From an optimization exercise on the open Yosys and OpenROAD flow, aimed at small area; shortcuts taken in it are not production practice. For this run, only the layout was checked, not whether the RTL still works. Power is estimated from default activity; no workload was simulated.

<file path="run.sh">
#!/bin/bash
# synth_recipe.tcl (not shown) runs the flow's synth.tcl, then flattens the netlist and writes it again
# the make line also repeats each setting of config.mk as NAME=value (left out here)
make -C /OpenROAD-flow-scripts/flow DESIGN_CONFIG=/design/flow/config.mk WORK_HOME=/design/flow/orfs CLKGATE_MAP_FILE= SYNTH_SCRIPT=/design/flow/synth_recipe.tcl finish
</file>
<file path="config.mk">
export PLATFORM = sky130hd
export DESIGN_NAME = snake_game
export DESIGN_NICKNAME = snake_game
export VERILOG_FILES = /design/flow/design.v
export SDC_FILE = /design/flow/constraint.sdc
export NUM_CORES = 4
export LEC_CHECK = 0
export CAP_MARGIN = 20
export CORE_MARGIN = 2
export CORE_UTILIZATION = 40
export PLACE_DENSITY = 0.6
export SLEW_MARGIN = 20
</file>
<file path="design.v">
`timescale 1ns / 1ps
module debouncer(
    input clk, button, 
    output reg clean,
    output reg [7:0] db_cnt
    );
    wire cnt_max = 8'hFF;
    always @(posedge clk) begin
        if(button == 0) begin
            db_cnt <= 0;
            clean <= 0;
            end
        else if(db_cnt == cnt_max) 
                clean <= 1; 
        else
            db_cnt <= db_cnt + 1; 
    end
endmodule
`timescale 1ns / 1ps
module button_inputs(
    input clk, reset,
    input up, down, left, right,   
    output reg [2:0] direction   
);
    wire c_up, c_down, c_left, c_right;
    debouncer clean_up(.clk(clk), .button(up), .clean(c_up));
    debouncer clean_down(.clk(clk), .button(down), .clean(c_down));
    debouncer clean_left(.clk(clk), .button(left), .clean(c_left));
    debouncer clean_right(.clk(clk), .button(right), .clean(c_right));
    always @(posedge clk) begin
        if (reset)
            direction <= 3'b100;
        else begin
            if (c_up) direction <= 3'b011;         
            else if (c_down) direction <= 3'b001;   
            else if (c_left) direction <= 3'b010;  
            else if (c_right) direction <= 3'b000;  
        end
    end
endmodule
`timescale 1ns / 1ps
module apple_gen(
    input [9:0] headx,  
    input [9:0] heady,
    input clk,
    input reset,
    input endgame,
    output reg [9:0] applex,
    output reg [9:0] appley,
    output reg [7:0] score_cnt  
    );
    reg [11:0] counter;  
    reg [9:0] ax, ay;
    always@ (posedge clk) begin
        if(reset || endgame) begin
            applex<=200;
            appley<=240;
            counter <= 2000;  
            score_cnt <= 0;
         end
         else begin
        if(counter == 4000)
            counter <= 0;
        else
        counter <= counter + 1;
        if(headx < applex + 20 && headx > applex - 20 && heady < appley + 20 && heady > appley - 20) begin  
            score_cnt <= score_cnt + 1;
            ax = (counter % 28) + 3;
            ay = (counter % 20) + 3;
            if(headx == ax && heady == ay && headx == 0 && heady == 0) begin  
                ax = ax + 4;
                ay = ay + 7;
            end
            else if(headx == ax && heady == ay) begin  
                ax = ax - 1;
                ay = ay - 1;
            end
            applex <= ax*5'd20;
            appley <= ay*5'd20;
        end
        end
    end
endmodule
`timescale 1ns / 1ps
module end_game(
    input vga_clk,
    input resetButton,
    input [7:0] score_cnt,
    input [9:0] current_x,  
    input [9:0] current_y,
    input [9:0] xPixel,
    input [9:0] yPixel,
    input [199:0] stored_x,  
    input [199:0] stored_y, 
    output reg endgame,
    output reg border
    );
    reg body;
    reg borderCollision;
    always @ (*)
    begin
        border = (xPixel < 10 || (xPixel > 630 && xPixel < 640) || yPixel < 10 || (yPixel > 470 && yPixel < 480));  
	   if (((current_x<10) || ((current_x+20)>630)) || ((current_y<10) || ((current_y+20)>470)))  
	       borderCollision = 1;
	   else
	       borderCollision = 0;
	end
    always@(*) begin  
        body = ((current_x == stored_x[9:0] && current_y == stored_y[9:0] && (score_cnt >= 8'd0))
        ||  (current_x == stored_x[19:10] && current_y == stored_y[19:10] && (score_cnt >= 8'd0))
        ||  (current_x == stored_x[29:20] && current_y == stored_y[29:20] && (score_cnt > 8'd0))
        ||  (current_x == stored_x[39:30] && current_y == stored_y[39:30] && (score_cnt > 8'd1))
        ||  (current_x == stored_x[49:40] && current_y == stored_y[49:40] && (score_cnt > 8'd2))
        ||  (current_x == stored_x[59:50] && current_y == stored_y[59:50] && (score_cnt > 8'd3))
        ||  (current_x == stored_x[69:60] && current_y == stored_y[69:60] && (score_cnt > 8'd4))
        ||  (current_x == stored_x[79:70] && current_y == stored_y[79:70] && (score_cnt > 8'd5))
        ||  (current_x == stored_x[89:80] && current_y == stored_y[89:80] && (score_cnt > 8'd6))
        ||  (current_x == stored_x[99:90] && current_y == stored_y[99:90] && (score_cnt > 8'd7))
        ||  (current_x == stored_x[109:100] && current_y == stored_y[109:100] && (score_cnt > 8'd8))
        ||  (current_x == stored_x[119:110] && current_y == stored_y[119:110] && (score_cnt > 8'd9))
        ||  (current_x == stored_x[129:120] && current_y == stored_y[129:120] && (score_cnt > 8'd10))
        ||  (current_x == stored_x[139:130] && current_y == stored_y[139:130] && (score_cnt > 8'd11))
        ||  (current_x == stored_x[149:140] && current_y == stored_y[149:140] && (score_cnt > 8'd12))
        ||  (current_x == stored_x[159:150] && current_y == stored_y[159:150] && (score_cnt > 8'd13))
        ||  (current_x == stored_x[169:160] && current_y == stored_y[169:160] && (score_cnt > 8'd14))
        ||  (current_x == stored_x[179:170] && current_y == stored_y[179:170] && (score_cnt > 8'd15))
        ||  (current_x == stored_x[189:180] && current_y == stored_y[189:180] && (score_cnt > 8'd16))
        ||  (current_x == stored_x[199:190] && current_y == stored_y[199:190] && (score_cnt > 8'd17))); 
    end
    always @(posedge vga_clk) begin     
        if (body || borderCollision) 
            endgame <= 1;
        else
           endgame <= 0;
        end
endmodule
`timescale 1ns / 1ps
module vga_display(
    input [2:0] inmove,
    input resetButton,
    input step,
    input [9:0] x,
    input [9:0] y,
    input clk,
    input di,
    input palette,
    output reg [3:0] r,
    output reg [3:0] g,
    output reg [3:0] b,
    output reg [7:0] score_cnt
    );
    reg [9:0] headx;
    reg [9:0] heady;
    wire [9:0] applex;
    wire [9:0] appley;
    reg [199:0] stored_x;
    reg [199:0] stored_y;
    wire endgame;
    wire border;
    wire [7:0] score_cnt_temp;
    apple_gen AppleGen(.headx(headx), .heady (heady), .clk(clk), .score_cnt(score_cnt_temp), .endgame(endgame), .applex(applex), .appley(appley), .reset(resetButton));
    end_game lose(.vga_clk(clk),.resetButton(resetButton), .score_cnt(score_cnt), .current_x(headx), .current_y(heady), .stored_x(stored_x), .stored_y(stored_y), .xPixel(x), .yPixel(y), .endgame(endgame), .border(border));
    always @ (posedge clk) begin
        if(resetButton) begin
            headx <= 10'd380;
            heady <= 10'd280;
            stored_x[199:20] <= 180'b0;  
            stored_y[199:20] <= 180'b0;
            stored_x[9:0] <= 10'd360;  
            stored_y[9:0] <= 10'd280;
            stored_x[19:10] <= 10'd340;  
            stored_y[19:10] <= 10'd280;
            score_cnt <= 0;
        end
        else if(step) begin
            if(endgame) begin
                headx <= 10'd380;
                heady <= 10'd280;
                stored_x[199:20] <= 180'b0;  
                stored_y[199:20] <= 180'b0;
                stored_x[9:0] <= 10'd360;  
                stored_y[9:0] <= 10'd280;
                stored_x[19:10] <= 10'd340;  
                stored_y[19:10] <= 10'd280;
                score_cnt <= 0;
            end
            else begin
                case(inmove)
                    3'b000 : begin
                        stored_x <= {stored_x[189:0], headx};    
                        stored_y <= {stored_y[189:0], heady};
                        headx <= headx + 20;  
                        score_cnt <= score_cnt_temp;
                    end
                    3'b001 : begin
                        stored_x <= {stored_x[189:0], headx};  
                        stored_y <= {stored_y[189:0], heady};
                        heady <= heady - 20;
                        score_cnt <= score_cnt_temp;
                    end
                    3'b010 : begin
                        stored_x <= {stored_x[189:0], headx};  
                        stored_y <= {stored_y[189:0], heady};
                        headx <= headx - 20;
                        score_cnt <= score_cnt_temp;
                    end
                    3'b011 : begin
                        stored_x <= {stored_x[189:0], headx};  
                        stored_y <= {stored_y[189:0], heady};
                        heady <= heady + 20;
                        score_cnt <= score_cnt_temp;
                    end
                    3'b100 : begin  
                        headx <= 10'd380;
                        heady <= 10'd280;
                        stored_x[199:20] <= 180'b0;  
                        stored_y[199:20] <= 180'b0;
                        stored_x[9:0] <= 10'd360;  
                        stored_y[9:0] <= 10'd280;
                        stored_x[19:10] <= 10'd340;  
                        stored_y[19:10] <= 10'd280;
                        score_cnt <= 0;
                    end
                    default : ;
                endcase
            end
        end
    end
    always @ (posedge clk) begin
    if(di) begin
        if(~endgame) begin 
            if(((x < (applex + 20)) && (x >= applex)) && ((y < (appley + 20)) && (y >= appley))) begin   
               r = (palette) ? 4'hF : 4'h9;
               g = (palette) ? 4'h0 : 4'h5;
               b = (palette) ? 4'h0 : 4'h1;
            end
            else if(((x < (headx + 20)) && (x >= headx)) && ((y < (heady + 20)) && (y >= heady))) begin   
                r = (palette) ? 8'hCC : 4'h0;
                g = (palette) ? 8'h00 : 4'h0;
                b = (palette) ? 8'h00 : 4'h0;
            end
            else if(((x < (stored_x[9:0] + 20)) && (x >= stored_x[9:0])) && ((y < (stored_y[9:0] + 20)) && (y >= stored_y[9:0]))) begin   
                r = (palette) ? 8'h66 : 4'hF;
                g = (palette) ? 8'h99 : 4'h0;
                b = (palette) ? 8'h00 : 4'h0;
            end
            else if(((x < (stored_x[19:10] + 20)) && (x >= stored_x[19:10])) && ((y < (stored_y[19:10] + 20)) && (y >= stored_y[19:10]))) begin
                r = (palette) ? 8'h33 : 4'hE;
                g = (palette) ? 8'h99 : 4'hE;
                b = (palette) ? 8'h00 : 4'h2;
            end
            else if(((x < (stored_x[29:20] + 20)) && (x >= stored_x[29:20])) && ((y < (stored_y[29:20] + 20)) && (y >= stored_y[29:20])) && (score_cnt > 8'd0) ) begin
                r = (palette) ? 8'h66 : 4'h0;
                g = (palette) ? 8'h99 : 4'h0;
                b = (palette) ? 8'h00 : 4'h0;
            end
            else if(((x < (stored_x[39:30] + 20)) && (x >= stored_x[39:30])) && ((y < (stored_y[39:30] + 20)) && (y >= stored_y[39:30])) && (score_cnt > 8'd1)) begin
                r = (palette) ? 8'h33 : 4'hF;
                g = (palette) ? 8'h99 : 4'h0;
                b = (palette) ? 8'h00 : 4'h0;
            end
            else if(((x < (stored_x[49:40] + 20)) && (x >= stored_x[49:40])) && ((y < (stored_y[49:40] + 20)) && (y >= stored_y[49:40])) && (score_cnt > 8'd2)) begin
                r = (palette) ? 8'h66 : 4'hE;
                g = (palette) ? 8'h99 : 4'hE;
                b = (palette) ? 8'h00 : 4'h2;
            end
            else if(((x < (stored_x[59:50] + 20)) && (x >= stored_x[59:50])) && ((y < (stored_y[59:50] + 20)) && (y >= stored_y[59:50])) && (score_cnt > 8'd3)) begin
                r = (palette) ? 8'h33 : 4'h0;
                g = (palette) ? 8'h99 : 4'h0;
                b = (palette) ? 8'h00 : 4'h0;
            end
            else if(((x < (stored_x[69:60] + 20)) && (x >= stored_x[69:60])) && ((y < (stored_y[69:60] + 20)) && (y >= stored_y[69:60])) && (score_cnt > 8'd4)) begin
                r = (palette) ? 8'h66 : 4'hF;
                g = (palette) ? 8'h99 : 4'h0;
                b = (palette) ? 8'h00 : 4'h0;
            end
            else if(((x < (stored_x[79:70] + 20)) && (x >= stored_x[79:70])) && ((y < (stored_y[79:70] + 20)) && (y >= stored_y[79:70])) && (score_cnt > 8'd5)) begin
                r = (palette) ? 8'h33 : 4'hE;
                g = (palette) ? 8'h99 : 4'hE;
                b = (palette) ? 8'h00 : 4'h2;
            end
            else if(((x < (stored_x[89:80] + 20)) && (x >= stored_x[89:80])) && ((y < (stored_y[89:80] + 20)) && (y >= stored_y[89:80])) && (score_cnt > 8'd6)) begin
                r = (palette) ? 8'h66 : 4'h0;
                g = (palette) ? 8'h99 : 4'h0;
                b = (palette) ? 8'h00 : 4'h0;
            end
            else if(((x < (stored_x[99:90] + 20)) && (x >= stored_x[99:90])) && ((y < (stored_y[99:90] + 20)) && (y >= stored_y[99:90])) && (score_cnt > 8'd7)) begin
                r = (palette) ? 8'h33 : 4'hF;
                g = (palette) ? 8'h99 : 4'h0;
                b = (palette) ? 8'h00 : 4'h0;
            end
            else if(((x < (stored_x[109:100] + 20)) && (x >= stored_x[109:100])) && ((y < (stored_y[109:100] + 20)) && (y >= stored_y[109:100])) && (score_cnt > 8'd8)) begin
                r = (palette) ? 8'h66 : 4'hE;
                g = (palette) ? 8'h99 : 4'hE;
                b = (palette) ? 8'h00 : 4'h2;
            end
            else if(((x < (stored_x[119:110] + 20)) && (x >= stored_x[119:110])) && ((y < (stored_y[119:110] + 20)) && (y >= stored_y[119:110])) && (score_cnt > 8'd9)) begin
                r = (palette) ? 8'h33 : 4'h0;
                g = (palette) ? 8'h99 : 4'h0;
                b = (palette) ? 8'h00 : 4'h0;
            end
            else if(((x < (stored_x[129:120] + 20)) && (x >= stored_x[129:120])) && ((y < (stored_y[129:120] + 20)) && (y >= stored_y[129:120])) && (score_cnt > 8'd10)) begin
                r = (palette) ? 8'h66 : 4'hF;
                g = (palette) ? 8'h99 : 4'h0;
                b = (palette) ? 8'h00 : 4'h0;
            end
            else if(((x < (stored_x[139:130] + 20)) && (x >= stored_x[139:130])) && ((y < (stored_y[139:130] + 20)) && (y >= stored_y[139:130])) && (score_cnt > 8'd11)) begin
                r = (palette) ? 8'h33 : 4'hE;
                g = (palette) ? 8'h99 : 4'hE;
                b = (palette) ? 8'h00 : 4'h2;
            end
            else if(((x < (stored_x[149:140] + 20)) && (x >= stored_x[149:140])) && ((y < (stored_y[149:140] + 20)) && (y >= stored_y[149:140])) && (score_cnt > 8'd12)) begin
                r = (palette) ? 8'h66 : 4'h0;
                g = (palette) ? 8'h99 : 4'h0;
                b = (palette) ? 8'h00 : 4'h0;
            end
            else if(((x < (stored_x[159:150] + 20)) && (x >= stored_x[159:150])) && ((y < (stored_y[159:150] + 20)) && (y >= stored_y[159:150])) && (score_cnt > 8'd13)) begin
                r = (palette) ? 8'h33 : 4'hF;
                g = (palette) ? 8'h99 : 4'h0;
                b = (palette) ? 8'h00 : 4'h0;
            end
            else if(((x < (stored_x[169:160] + 20)) && (x >= stored_x[169:160])) && ((y < (stored_y[169:160] + 20)) && (y >= stored_y[169:160])) && (score_cnt > 8'd14)) begin
                r = (palette) ? 8'h66 : 4'hE;
                g = (palette) ? 8'h99 : 4'hE;
                b = (palette) ? 8'h00 : 4'h2;
            end
            else if(((x < (stored_x[179:170] + 20)) && (x >= stored_x[179:170])) && ((y < (stored_y[179:170] + 20)) && (y >= stored_y[179:170])) && (score_cnt > 8'd15)) begin
                r = (palette) ? 8'h33 : 4'h0;
                g = (palette) ? 8'h99 : 4'h0;
                b = (palette) ? 8'h00 : 4'h0;
            end
            else if(((x < (stored_x[189:180] + 20)) && (x >= stored_x[189:180])) && ((y < (stored_y[189:180] + 20)) && (y >= stored_y[189:180])) && (score_cnt > 8'd16)) begin
                r = (palette) ? 8'h66 : 4'hF;
                g = (palette) ? 8'h99 : 4'h0;
                b = (palette) ? 8'h00 : 4'h0;
            end
            else if(((x < (stored_x[199:190] + 20)) && (x >= stored_x[199:190])) && ((y < (stored_y[199:190] + 20)) && (y >= stored_y[199:190])) && (score_cnt > 8'd17)) begin
                r = (palette) ? 8'h33 : 4'hE;
                g = (palette) ? 8'h99 : 4'hE;
                b = (palette) ? 8'h00 : 4'h2;
            end
            else if(border) begin  
            r = (palette) ? 5'd27 : 4'h6;
            g = (palette) ? 7'd117 : 4'h0;
            b = (palette) ? 2'd2 : 4'h0;
            end
            else if(x % 20 == 0 || y % 20 == 0) begin  
            r = (palette) ? 4'h1 : 4'h8;
            g = (palette) ? 4'h3 : 4'h7;
            b = (palette) ? 4'h6 : 4'h5;
            end
            else begin   
            r = (palette) ? 4'h0 : 4'hB;
            g = (palette) ? 4'h6 : 4'hA;
            b = (palette) ? 4'h0 : 4'h6;
            end
        end
        else begin  
            r = 4'h8;
            g = 4'h0;
            b = 4'h0;
            end
    end
    else begin
        r = 4'h0;
        g = 4'h0;
        b = 4'h0;
    end
end
endmodule
`timescale 1ns / 1ps
module vga_display_2(
    input clk,
    input reset,
    output reg [9:0] x,
    output reg [9:0] y,
    output v_sync,
    output h_sync,
    output disp
    );
    parameter HA_END = 639;           
    parameter HS_STA = HA_END + 30;   
    parameter HS_END = HS_STA + 96;   
    parameter LINE   = 799;           
    parameter VA_END = 479;           
    parameter VS_STA = VA_END + 18;   
    parameter VS_END = VS_STA + 2;    
    parameter SCREEN = 524;           
    assign h_sync = ~(x >= HS_STA && x < HS_END);   
    assign v_sync = ~(y >= VS_STA && y < VS_END);   
    assign disp = (x <= HA_END  && y <= VA_END);    
    always@(posedge clk)
    begin
    if(reset)
    begin
        x <= 0;
        y <= 0;
    end
    else if(x == LINE)
    begin
        x <= 0;
        y <= (y == SCREEN) ? 0 : y + 1;
    end
    else
    begin
        x <= x + 1;
    end
    end
    endmodule
`timescale 1ns / 1ps
module refclk(clk, reset, newClk, tick);
    input clk, reset;
    output newClk;
    output tick;
    reg [29:0] cnt;
    parameter toggleVal = 10_000-1;  
    reg tempClk;
    assign newClk = tempClk;
    assign tick = ~(cnt < toggleVal) & ~tempClk;
    always@(posedge clk)
    begin
        if(reset)
        begin
            cnt <=0;
            tempClk <= 0;
        end
        else
        begin
            if(cnt < toggleVal)
                cnt <= cnt + 1;
            else
            begin
                cnt <= 0;
                tempClk <= ~tempClk;
            end
       end
    end
endmodule
`timescale 1ns / 1ps
module refcnt(
input clk,
input reset,
input tick,
output reg [2:0] refcnt
    );
always@(posedge clk)
    if (reset)
        refcnt <= 0;
    else if (tick)
        refcnt <= refcnt +1;  
endmodule
`timescale 1ns / 1ps
module anodes(
input [2:0] refcnt,
output reg [7:0] anode
    );
always@(*)
begin
    case(refcnt)  
   3'b000: anode = 8'b11111110; 
   3'b001: anode = 8'b11111101; 
   3'b010: anode = 8'b11111011; 
   3'b011: anode = 8'b11110111; 
   3'b100: anode = 8'b11101111; 
   3'b101: anode = 8'b11011111; 
   3'b110: anode = 8'b10111111; 
   3'b111: anode = 8'b01111111; 
    endcase
end
endmodule
`timescale 1ns / 1ps
module countercontrol(
input [7:0]outscore,  
input [2:0] refcnt, 
output reg [7:0] dig   
    );
    always@(*)
    begin
    case(refcnt)
        3'd000: begin  
            dig = outscore % 10; 
        end
        3'd001: begin  
            if(outscore > 6'b111011)begin
                dig = 8'b00000110;
            end
            else if(outscore > 6'b110001) begin
                dig = 8'b00000101;
            end
            else if(outscore > 6'b100111) begin
                dig = 8'b00000100;
            end
            else if(outscore > 5'b11101) begin
                dig = 8'b00000011;
            end
            else if(outscore > 5'b10011) begin
                dig = 8'b00000010;
            end
            else if(outscore > 4'b1001) begin
                dig = 8'b00000001;
            end
            else
                dig = 8'b11111111;
        end
        3'd2: dig = 8'b11111110; 
        3'd3: dig = 8'b00001110; 
        3'd4: dig = 8'b00001011; 
        3'd5: dig = 8'b00000000; 
        3'd6: dig = 8'b00001100; 
        3'd7: dig = 8'b00001010; 
     endcase
  end
endmodule
`timescale 1ns / 1ps
module counter(
input [7:0] digit,
output  reg  A,
output reg B,
output reg C,
output reg D,
output reg E,
output reg F,
output reg G
    );
reg [6:0] encde;
always@ (*) begin
    case(digit)
        8'b00000000 : encde = 7'b1111110; 
        8'b00000001 : encde = 7'b0110000; 
        8'b00000010 : encde = 7'b1101101; 
        8'b00000011 : encde = 7'b1111001; 
        8'b00000100 : encde = 7'b0110011; 
        8'b00000101 : encde = 7'b1011011; 
        8'b00000110 : encde = 7'b1011111; 
        8'b00000111 : encde = 7'b1110000; 
        8'b00001000 : encde = 7'b1111111; 
        8'b00001001 : encde = 7'b1111011; 
        8'b00001010 : encde = 7'b1011011; 
        8'b00001100 : encde = 7'b1001110; 
        8'b00001011 : encde = 7'b1000110; 
        8'b00001110 : encde = 7'b1001111; 
        8'b00010001 : encde = 7'b0001110; 
        8'b11111110 : encde = 7'b0000001; 
        8'b11111111 : encde = 7'b0000000; 
        default : encde = 7'b0000000;
        endcase
   A = ~encde[6];
   B = ~encde[5];
   C = ~encde[4];
   D = ~encde[3];
   E = ~encde[2];
   F = ~encde[1];
   G = ~encde[0];
end
endmodule
`timescale 1ns / 1ps
module topmodule(
    input clk,
    input reset,
    input [7:0]outscore,
    output [7:0]anode,
    output wire A,
    output wire B,
    output wire C,
    output wire D,
    output wire E,
    output wire F,
    output wire G
    );
wire div_refclk;
wire ref_tick;
wire [2:0] refcnt;
wire [7:0] dig;
refclk refreshclock(.clk(clk), .reset(reset), .newClk(div_refclk), .tick(ref_tick));
refcnt refreshcounter(.clk(clk), .reset(reset), .tick(ref_tick), .refcnt(refcnt));
anodes anodez(.refcnt(refcnt), .anode(anode));
countercontrol digcontrol(.outscore(outscore), .refcnt(refcnt), .dig(dig));
counter digitz(.digit(dig), .A(A),.B(B),.C(C),.D(D),.E(E),.F(F),.G(G));
endmodule
`timescale 1ns / 1ps
module snake_game(
    input clk,
    input resetButton,
    input palette,
    input step,
    input up, down, left, right,
    output [3:0]r,
    output [3:0]g,
    output [3:0]b,
    output vsync,
    output hsync,
    output [7:0]anode,
    output wire A,
    output wire B,
    output wire C,
    output wire D,
    output wire E,
    output wire F,
    output wire G,
    output wire [7:0] score_cnt
    );
    wire [9:0] x, y;
    wire di;
    wire [2:0] direction;
    button_inputs fpga(.clk(clk), .reset(resetButton), .up(up), .down(down), .left(left), .right(right), .direction(direction));
    vga_display snakemover( .inmove(direction), .x(x), .y(y), .di(di), .resetButton(resetButton), .step(step), .clk(clk), .r(r), .g(g), .b(b), .score_cnt(score_cnt), .palette(palette));
    vga_display_2 VGArefresh(.clk(clk), .reset(resetButton), .x(x), .y(y), .v_sync(vsync), .h_sync(hsync), .disp(di));
    topmodule top(.clk(clk), .reset(resetButton), .outscore(score_cnt), .anode(anode), .A(A), .B(B), .C(C), .D(D), .E(E), .F(F), .G(G));
endmodule
</file>
<file path="constraint.sdc">
create_clock -name core_clock -period 20.0 [get_ports {clk}]
set_input_delay 4.0000 -clock core_clock [delete_from_list [all_inputs] [get_ports {clk}]]
set_output_delay 4.0000 -clock core_clock [all_outputs]
set_load 0.01 [all_outputs]
</file>
==> summary.md <==
| Metric | Value |
|---|---|
| Run status | `complete, no violations` |
| Worst setup EP type | `primary output` |
| Area Growth Syn to Fin | `7.928%` |
| Critical path origin | `snakemover.score_cnt[5]` |
| CTS H-tree lvls | `3` |
| Initial antenna violation count | `4` |
| Min-Delay Path Class | `flop to flop` |
| Largest net degree at the start of global routing | `224` |
| Grt total ovfl | `0` |
| Sequential element share of the synthesized area | `18.89%` |
| Crit start category | `flop` |
| Pwr/cell area | `63.89 nW/um^2` |
| Fin. Hold Viols | `0` |
| Synth top area cells | `ha_1 21%, dfxtp_1 19%, xnor2_1 7.2%` |
| Clock tree buffer depth | `3` |
| R2R cell count | `32` |
| CTS sink cnt | `513` |
| Max-capacitance violation count | `0` |
| Slew @ Worst Pin | `1.188 ns` |
| Yosys warnings | `11` |
| Dominant synthesized flop cell | `dfxtp_1` |
| DIE HEIGHT | `between 300 and 400 um` |
| WP data required | `16.00 ns` |
| FF+latch count, synth | `~510` |
| Slew margin rel. | `between 20% and 30%` |
| R2r setup slk | `slightly below 9 ns` |
| DR vias/cell | `a little under 6` |
| Post-Syn Area | `54,370 um^2` |
| Starting DRT DRC Count | `between 4,000 and 5,000` |
| Die width | `372.7 um` |
| Ys async rst share | `0%` |
| Routed Antenna Nets | `0` |
| Hold endpoint | `top.refreshclock.cnt[0]` |
| Synth top area share | `between 20% and 30%` |
| First-pass GRT wire length | `about 280,000 um` |
| RSZ-0062 raised after global routing | `false` |
| Synth top cells by count | `925 x ha_1, 605 x nor2_1, 544 x inv_1, 513 x dfxtp_1, 446 x xnor2_1` |
| Proportion of layout cells with a drive suffix above 1 | `under 10%` |
| # port buffers | `43` |
| Top-count cell post-synth | `ha_1` |
| Final Skew | `0.03655 ns` |
| Skew-Pair Late Insertion Delay | `~0.67 ns` |
| Reg area | `10,340 um^2` |
| Synth area leader | `ha_1` |
| Placer congestion estimate | `0.8892` |
| # DRC | `0` |
| Core area | `135,100 um^2` |
| FF-to-FF Start | `snakemover.AppleGen.counter[10]` |
| # hold bufs at CTS | `0` |
| Slew Limit Fails | `0` |
| HPWL after DPL | `121,900 um` |
| Post-cts sizing count | `0` |
| Fmax | `about 0.083 GHz` |
| Post-synthesis area per instance | `slightly below 8 um^2` |
| Clock-pin slew on the worst setup and hold paths | `roughly 0.060 ns` |
| Area of the multi-input gates | `40,640 um^2` |
| Post-CTS Setup Bufs | `0` |
| FILL cells | `about 13,000` |
| Crit Reg-Reg Endpoint | `snakemover.AppleGen.appley[9]` |
| Final setup viols | `0` |
| Crit-path max FO | `14` |
| Drt pass-1 iters | `7` |
| Crit path kind | `flop to primary output` |
| Hold path cells | `1` |
| Initial core utilization | `approximately 40%` |
| CTS tree | `yes` |
| Die area | `approximately 140,000 um^2` |
| # IOs | `45` |
| Period utilization | `between 60% and 70%` |
| Detailed Route WL | `about 180,000 um` |
| Average wire per cell in the routed design | `between 20 and 25 um` |
| Overall power | `~3.7 mW` |
| Crit path DAT | `8.03 ns` |
| Setup TNS | `0 ns` |
| Overall routing resource usage | `about a quarter` |
| HP Start | `top.refreshclock.cnt[0]` |
| Fin crit period | `between 10 and 15 ns` |
| Final net count | `7,615` |
| Standard-cell rows | `135` |
| Leak Pwr | `around 25 nW` |
| CTS root buf | `clkbuf_16` |
| Vias | `around 50,000` |
| Vias in the first global route | `roughly 47,000` |
| Synth cell types | `roughly 120` |
| Cell count after synthesis | `6,859` |
| EDFF count, synth | `0` |
| Worst vdd ir | `just under 0.06 mV` |
| CTS Buf Count | `between 60 and 70` |
-- power by group --
part	switching, mW	internal, mW	total (mW)	leakage, nW
sequential	0.124	1.07	1.19	4.16
clock	0.524	0.816	1.34	1.19
combinational	0.784	0.435	1.22	19.2
-- state kept, by name, summed over array words and instances, names as in the netlist, 10 cells and up --
register / flops
snakemover.stored_y: 160
VGArefresh.x: 10
VGArefresh.y: 10
snakemover.stored_x: 180
top.refreshclock.cnt: 30
snakemover.AppleGen.counter: 12
-- layout by cell type, fill, tap and decap left out, drive strengths merged, types with 53 or more instances in the layout --
cell / count
ha: 925
nor2b: 127
a21oi: 414
o22ai: 53
nand4: 84
a21o: 334
nand3: 167
nor4: 93
inv: 548
dfxtp: 513
nor2: 606
o2111ai: 55
o21ai: 294
buf: 69
nand2: 206
xor2: 297
xnor2: 447
a22oi: 346
nand2b: 178
clkbuf: 88
nor3: 169
-- worst max-delay path, cell delays in order (launching register included) --
cell and delay [ns]:
dfxtp_1 0.58, nor2_1 0.12, inv_1 0.09, ha_1 0.27, nand2b_1 0.16, o21ai_0 0.29, and2_0 0.60, and3_1 0.29
o311a_1 0.47, o21ai_0 0.20, and3_1 0.25, o311ai_2 0.67, a21boi_0 0.26, o211ai_1 0.14, xnor2_1 0.23, o21a_1 0.23
nand3_1 0.20, xnor2_1 0.19, nand2_1 0.07, o211ai_1 0.28, or2_2 0.42, or3_1 0.30, nor4_1 0.46, nor2_1 0.10
clkdlybuf4s50_1 0.50
-- worst max path at each step --
stage,endpoint,slack (ns),cells past startpoint
6_report,F,7.97,24
5_1_grt,F,7.19,24
4_1_cts,E,7.63,23
3_5_place_dp,E,8.32,23
3_3_place_gp,E,8.44,23
2_1_floorplan,E,10.36,25
-- cell type report --
class / count / share of cell area, %
clock buffers: 88 / 3.363
repair buffers: 111 / 1.663
diodes: 2 / 0.008529
inverters: 550 / 3.518
multi-input cells: 5436 / 69.25
well taps: 1781 / 3.798
clock inverters: 33 / 0.7698
flip-flops and latches: 513 / 17.63
-- layer usage --
layer / share of wire (%) / GRT usage (%) / up-vias
met1: 46 / 33.65 / 23860
met4: 3.3 / 8.092 / 4
li1: - / - / 24160
met2: 45 / 40.52 / 1508
met5: 0.016 / 0 / -
met3: 5.8 / 3.175 / 302
-- kinds of logic (layout without fill, tap and decap cells) --
group,after synthesis,count (layout),synth area share (%)
compound gates,1905,1905,23.72
buf+inv,926,782,6.580
simple gates,1797,1797,16.44
fa+ha+maj,935,935,21.51
other cells,1,19,0.006897
xor+xnor,750,750,12.25
flops,513,513,18.89
mux,32,32,0.6098
-- metrics by stage --
stage	cells	hold WS, ns	area, um^2	utilization (%)	setup WS (ns)
4_1_cts	8510	0.4485	58630	43.39	7.629
5_1_grt	8513	0.4662	58680	43.42	7.188
3_3_place_gp	8389	0.4283	56200	41.59	8.444
6_report	8514	0.4459	58680	43.42	7.969
2_1_floorplan	6875	0.4132	54430	-	10.36
3_5_place_dp	8389	0.4414	56200	41.59	8.321

[what the ideal ports hide]
The results above use ideal ports. As a check the final layout listed here was re-extracted and re-timed, cells and wires unchanged.
Step 1, drivers: a clkbuf_16 drives clk and a buf_2 each remaining input, both assumed.
Step 2 adds t to the input delays and takes it off the output delays; t is the mean of the earliest and latest rising clock arrival at the registers after step 1. Input paths then give back, and output paths get back, about the clock's delay inside the block.
a / b / c = ideal ports / drivers / drivers and shift; a / b = the first two.
t (ns): 0.732
setup WS [ns]: 7.969 / 7.891 / 8.623
worst setup path at the end: register to output
slew at the worst register clock pin (ns): 0.07 / 0.07
worst slew at a driven data input, ns: 0.07
After both steps this run still meets setup and hold. The setup slack of this run moves by -0.078 ns with the drivers and by +0.654 ns with both steps.
